Background: an optimization exercise with open tools, aiming at small area. Do not read the settings as production practice.
Where RTL was checked, it was by simulation tests only, not by an equivalence proof against the original.
Power is estimated from default activity; no workload was simulated.

==> flow/design.v (excerpt) <==
module iobus(
	input clk_sys,
	input rst,
	input rxd,
	output txd,
	output zg,
	input zw,
	input rcl,
	output dpa,
	input rs,
	input rf,
	input rok,
	input rpe,
	input rqb,
	input rpn,
	input [0:3] rnb,
	input [0:15] rad,
	input [0:15] rdt,
	output dw,
	output dr,
	output din,
	output dok,
	output den,
	output dpe,
	output dpn,
	output [0:3] dnb,
	output [0:15] dad,
	output [0:15] ddt,
	input [0:15] w,
	input [0:3] rotary_pos,
	input [0:9] indicators,
	output [0:3] rotary_out,
	output rotary_trig,
	output [0:15] keys,
	output keys_trig,
	output [0:3] fn,
	output fn_v,
	output fn_trig
);
Size: about 750 cells after synthesis, roughly 220 flip-flops, roughly 150 I/O pins, roughly 9400 sq um of cells after synthesis.
export LEC_CHECK = 0
export CAP_MARGIN = 20
export CORE_MARGIN = 2
export CORE_UTILIZATION = 40
export SLEW_MARGIN = 20
create_clock -name core_clock -period 10.0 [get_ports {clk_sys}]
standard.sh (not shown) runs the stock make flow with config.mk's settings and CLKGATE_MAP_FILE= SYNTH_SCRIPT=/design/flow/synth_recipe.tcl, a recipe that flattens the netlist after the stock synthesis.
==> flow/flow/run.sh <==
#!/bin/bash
# The standard layout (the standard.sh, standard synthesis unchanged), with two changes:
# - every input and output port still gets its own buffer, but a buf_1 instead of the
#   larger cell buffer_ports picks by default;
# - clock tree synthesis adds no dummy loads and uses the clustering given below.
# make's full output goes to standard.log in this folder; ORFS keeps its per-step logs
# under orfs/logs.
set -euo pipefail
bash standard.sh \
  BUFFER_PORTS_ARGS="-buffer_cell sky130_fd_sc_hd__buf_1" \
  CTS_ARGS="-sink_clustering_enable -repair_clock_nets -dont_use_dummy_load -sink_clustering_size 18 -sink_clustering_max_diameter 60 -buf_list sky130_fd_sc_hd__clkbuf_8" \
   finish > standard.log 2>&1
Then changed:
--- a/flow/flow/run.sh
+++ b/flow/flow/run.sh
@@ -10,3 +10,3 @@
   BUFFER_PORTS_ARGS="-buffer_cell sky130_fd_sc_hd__buf_1" \
-  CTS_ARGS="-sink_clustering_enable -repair_clock_nets -dont_use_dummy_load -sink_clustering_size 18 -sink_clustering_max_diameter 60 -buf_list sky130_fd_sc_hd__clkbuf_8" \
+  CTS_ARGS="-sink_clustering_enable -repair_clock_nets -dont_use_dummy_load -sink_clustering_size 10 -sink_clustering_max_diameter 50 -buf_list sky130_fd_sc_hd__clkbuf_4" \
    finish > standard.log 2>&1
=> The new run passed the timing, design-rule and antenna checks; global-route usage came out higher by 0.11 points; cell area came out lower slightly; die area does not change; via count came out higher slightly; wire length came out higher slightly; worst setup slack improved by 0.019 ns; sequential power stays flat; clock power came out lower by roughly a tenth; non-clock buffer count stays the same; register-to-register slack stays flat; clock-buffer cell count came out higher by 9.
Then changed:
==> flow/flow/run.sh (replaced) <==
#!/bin/bash
# The standard layout (the standard.sh, standard synthesis unchanged), with two changes:
# - every input and output port still gets its own buffer, but a buf_1 instead of the
#   larger cell buffer_ports picks by default;
# - clock tree synthesis clusters the registers under clkbuf_16 buffers and adds no
#   dummy loads.
# make's full output goes to standard.log in this folder; ORFS keeps its per-step logs
# under orfs/logs.
set -euo pipefail
bash standard.sh \
  BUFFER_PORTS_ARGS="-buffer_cell sky130_fd_sc_hd__buf_1" \
  CTS_ARGS="-sink_clustering_enable -repair_clock_nets -dont_use_dummy_load -sink_clustering_size 30 -sink_clustering_max_diameter 80 -buf_list sky130_fd_sc_hd__clkbuf_16" \
  finish > standard.log 2>&1
Result: Via count drops slightly; critical path depth stays the same; core utilization came out higher by 0.59 points; area after synthesis does not change; sequential cell count is unchanged; combinational power stays flat; count of clock-buffer cells in the layout went down by 14; maximum frequency is about the same; design area came out higher slightly.
No functional check of the RTL was part of any run of this note.

* * *

iobus, a different RTL version from the one above (not shown whole).
For scale: ~820 cells after synthesis, ~230 flip-flops, roughly 150 I/O pins, roughly 0.0097 mm^2 of cells after synthesis.
clock: 10.0 ns
lec_check: 0
cap_margin: 20
core_margin: 2
core_utilization: 40
cts_buf_list: sky130_fd_sc_hd__clkbuf_8
cts_cluster_diameter: 60
cts_cluster_size: 16
slew_margin: 20
run.sh (not shown) runs the stock make flow with config.mk's settings and CLKGATE_MAP_FILE= SYNTH_SCRIPT=/design/flow/synth_recipe.tcl, a recipe that flattens the netlist after the stock synthesis.
Stock flow here: none of the scripts above is used.
Then changed:
CTS_BUF_LIST = not set   (was sky130_fd_sc_hd__clkbuf_8)
CTS_CLUSTER_DIAMETER = not set   (was 60)
CTS_CLUSTER_SIZE = not set   (was 16)
Effect:
- The new run passed the timing, design-rule and antenna checks
- power rose by 16%
- non-clock buffer count is unchanged
- flip-flop and latch count does not change
- synthesized area is unchanged

* * *

== blue ==
Starting RTL as in the previous note.
clock: 10.0 ns
lec_check: 0
cap_margin: 20
core_margin: 2
core_utilization: 40
cts_buf_list: sky130_fd_sc_hd__clkbuf_16
cts_cluster_diameter: 80
cts_cluster_size: 30
slew_margin: 20
blue finished every stage and its layout cleared the timing, design-rule and antenna checks.
For red, these inputs were changed with respect to blue:
Settings: CTS_CLUSTER_DIAMETER: 80 -> unset; CTS_CLUSTER_SIZE: 30 -> unset; CTS_BUF_LIST: sky130_fd_sc_hd__clkbuf_16 -> unset.
==> flow/flow/run.sh (new file) <==
#!/bin/bash
# Standard layout, with smaller port buffers and no CTS dummy loads.
set -e
cp standard.sh flow/standard.sh.copy 2>/dev/null || true
export BUFFER_PORTS_ARGS="-buffer_cell sky130_fd_sc_hd__buf_1"
bash standard.sh > standard.log 2>&1
==> flow/flow/standard.sh.copy (new file) <==
#!/bin/bash
# The standard flow's own layout of this design, on the ORFS make targets given (by default finish). After
# finish it leaves the final layout's DEF at /design/flow/out/final.def.
set -euo pipefail
make -C /OpenROAD-flow-scripts/flow DESIGN_CONFIG=/design/flow/config.mk WORK_HOME=/design/flow/orfs CLKGATE_MAP_FILE= SYNTH_SCRIPT=/design/flow/synth_recipe.tcl CAP_MARGIN=20 CORE_MARGIN=2 CORE_UTILIZATION=40 SLEW_MARGIN=20 "${@:-finish}"
if [[ -f /design/flow/orfs/results/sky130hd/iobus/base/6_final.odb ]]; then
  : # left out here: write the final layout as DEF
fi
==> flow/standard.sh (new file) <==
#!/bin/bash
# synth_recipe.tcl (not shown) runs the flow's synth.tcl, then flattens the netlist and writes it again
# the make line also repeats each setting of config.mk as NAME=value (left out here)
make -C /OpenROAD-flow-scripts/flow DESIGN_CONFIG=/design/flow/config.mk WORK_HOME=/design/flow/orfs CLKGATE_MAP_FILE= SYNTH_SCRIPT=/design/flow/synth_recipe.tcl "${@:-finish}"
removed: flow/run.sh
Notes after the runs:
Diff red..blue | multi-input logic area | negligible
Sequential portion of the cell area: red vs blue up 2.0 points
The estimated power of red ends up higher than the estimate for blue.
Diff blue..red | I/O pin total | unchanged
red — clock-cell share of area 4.5 points higher, blue as reference
red finished all stages; the layout is clean.
For the final cell count, red came in 26 higher than blue did.
Delta(global router's overall resource usage, red - blue) < 0
red vs blue, minimum setup slack in the final design went up by 670 ps.
Comparing red and blue, the higher routed wire length was measured on blue.

* * *

Setup of job 5588:
iobus, a different RTL version from the one above (not shown whole).
For scale: ~150 I/O pins.
export LEC_CHECK = 0
export CAP_MARGIN = 20
export CORE_MARGIN = 2
export CORE_UTILIZATION = 40
export SLEW_MARGIN = 20
export SYNTH_HIERARCHICAL = 1
create_clock -name core_clock -period 10.0 [get_ports {clk_sys}]
standard.sh (not shown) runs the stock make flow with config.mk's settings and CLKGATE_MAP_FILE= SYNTH_SCRIPT=/design/flow/synth_recipe.tcl, a recipe that flattens the netlist after the stock synthesis.
==> flow/flow/run.sh <==
#!/bin/bash
# The standard layout (standard.sh) with these changes:
# - synthesis is ORFS's (through synth_recipe.tcl, so without the fsm and share passes,
#   then flattened and renamed as standard.sh does), but ABC maps the combinational
#   logic with flow/abc.script, an area-oriented script, in place of ORFS's
#   abc_speed.script; flip-flops are mapped before ABC runs, so the registers, their
#   names and cell types are those of the standard synthesis;
# - every input and output port still gets its own buffer, but a buf_1 instead of the
#   larger cell buffer_ports picks by default;
# - clock tree synthesis adds no dummy loads and uses the clustering given below.
# make's full output goes to standard.log in this folder; ORFS keeps its per-step logs
# under orfs/logs.
set -euo pipefail
here=$(pwd)
rm -rf "$here/orfs_scripts"
cp -r "$FLOW_HOME/scripts" "$here/orfs_scripts"
cp "$here/flow/abc.script" "$here/orfs_scripts/abc_speed.script"
bash standard.sh \
  SCRIPTS_DIR="$here/orfs_scripts" \
  BUFFER_PORTS_ARGS="-buffer_cell sky130_fd_sc_hd__buf_1" \
  CTS_ARGS="-sink_clustering_enable -repair_clock_nets -dont_use_dummy_load -sink_clustering_size 10 -sink_clustering_max_diameter 50 -buf_list sky130_fd_sc_hd__clkbuf_4" \
  finish > standard.log 2>&1
==> flow/flow/abc.script <==
strash
dc2
&get -n
&dch -f
&nf -R 1000 -p
&put
mfs3 -ae
strash
dc2
&get -n
&dch -f
&nf -R 1000 -p
&put
mfs3 -ae
topo
Job 5588 reached the end of the flow, and the finished layout is clean on the timing, design-rule and antenna checks.
Input-level comparison between job 3117 and job 5588:
- clearing SYNTH_HIERARCHICAL, which used to be 1
Results
Compared job 3117 vs job 5588, and cell area after layout is down in job 3117.
The maximum fanout encountered on the critical timing path number comes out higher for job 5588 vs job 3117.
Going from job 5588 to job 3117, worst hold slack has increased; power share of the clock group roughly the same; well-tap cell count went down.
Setup changes, job 3117 to job 6906
- setting SYNTH_HIERARCHICAL to 1 for the first time
==> flow/flow/abc.script <==
strash
dc2
&get -n
&dch -f
&nf -R 1000 -p
&put
mfs3 -a
topo
--- outcome ---
Between job 3117 and job 6906, the difference in sum of internal, switching and leakage power is negligible. Job 3117 reports its slowest cell on the critical path as dfxtp_1 while job 6906 reports and2_0. Overall die area, job 3117 and job 6906: lower on job 3117. Delta (job 6906 minus job 3117): global-route usage moved down; data arrival time of the worst path now sits higher. The run showing the smaller transition at the pin with the smallest max-transition slack is job 3117.

## re-timing with driven ports
No port has a modelled driver above. Below, the same layouts with a new extraction and two added sets of constraints.
Step 1 assumes that a clkbuf_16 drives the clock port and a buf_2 every other input.
Step 2 moves the port delays by t, midway between the first and last clock arrival at a register: inputs arrive t later, outputs are due t later. That takes back most of the time a late clock gives input paths.
Slacks: ideal / step 1 / step 2; pairs: ideal / step 1.
run	t (ns)	setup WS [ns]	worst register clock-pin slew, ns	worst slew at a driven data input, ns	pins driven straight from the clock port
the first run of note 1	0.552	4.239 / 4.215 / 4.215	0.11 / 0.11	0.09	1
the second run of note 1	0.675	4.259 / 4.235 / 4.235	0.11 / 0.11	0.09	1
the third run of note 1	0.512	4.254 / 4.230 / 4.230	0.09 / 0.09	0.10	1
the first run of note 2	0.575	3.453 / 3.421 / 3.421	0.11 / 0.11	0.07	1
the second run of note 2	0.570	3.454 / 3.425 / 3.425	0.06 / 0.06	0.07	1
blue	0.516	3.449 / 3.420 / 3.420	0.12 / 0.12	0.07	1
red	0.556	4.118 / 4.091 / 4.091	0.06 / 0.06	0.05	1
job 5588	0.666	4.428 / 4.403 / 4.403	0.11 / 0.11	0.06	1
job 3117	0.670	4.599 / 4.556 / 4.629	0.11 / 0.11	0.06	1
job 6906	0.655	4.510 / 4.482 / 4.482	0.11 / 0.11	0.06	1
After both steps setup and hold are still met in every run listed. The setup slack of the first run of note 2, which loses most, moves by -0.032 ns with the drivers and by -0.032 ns with both steps.
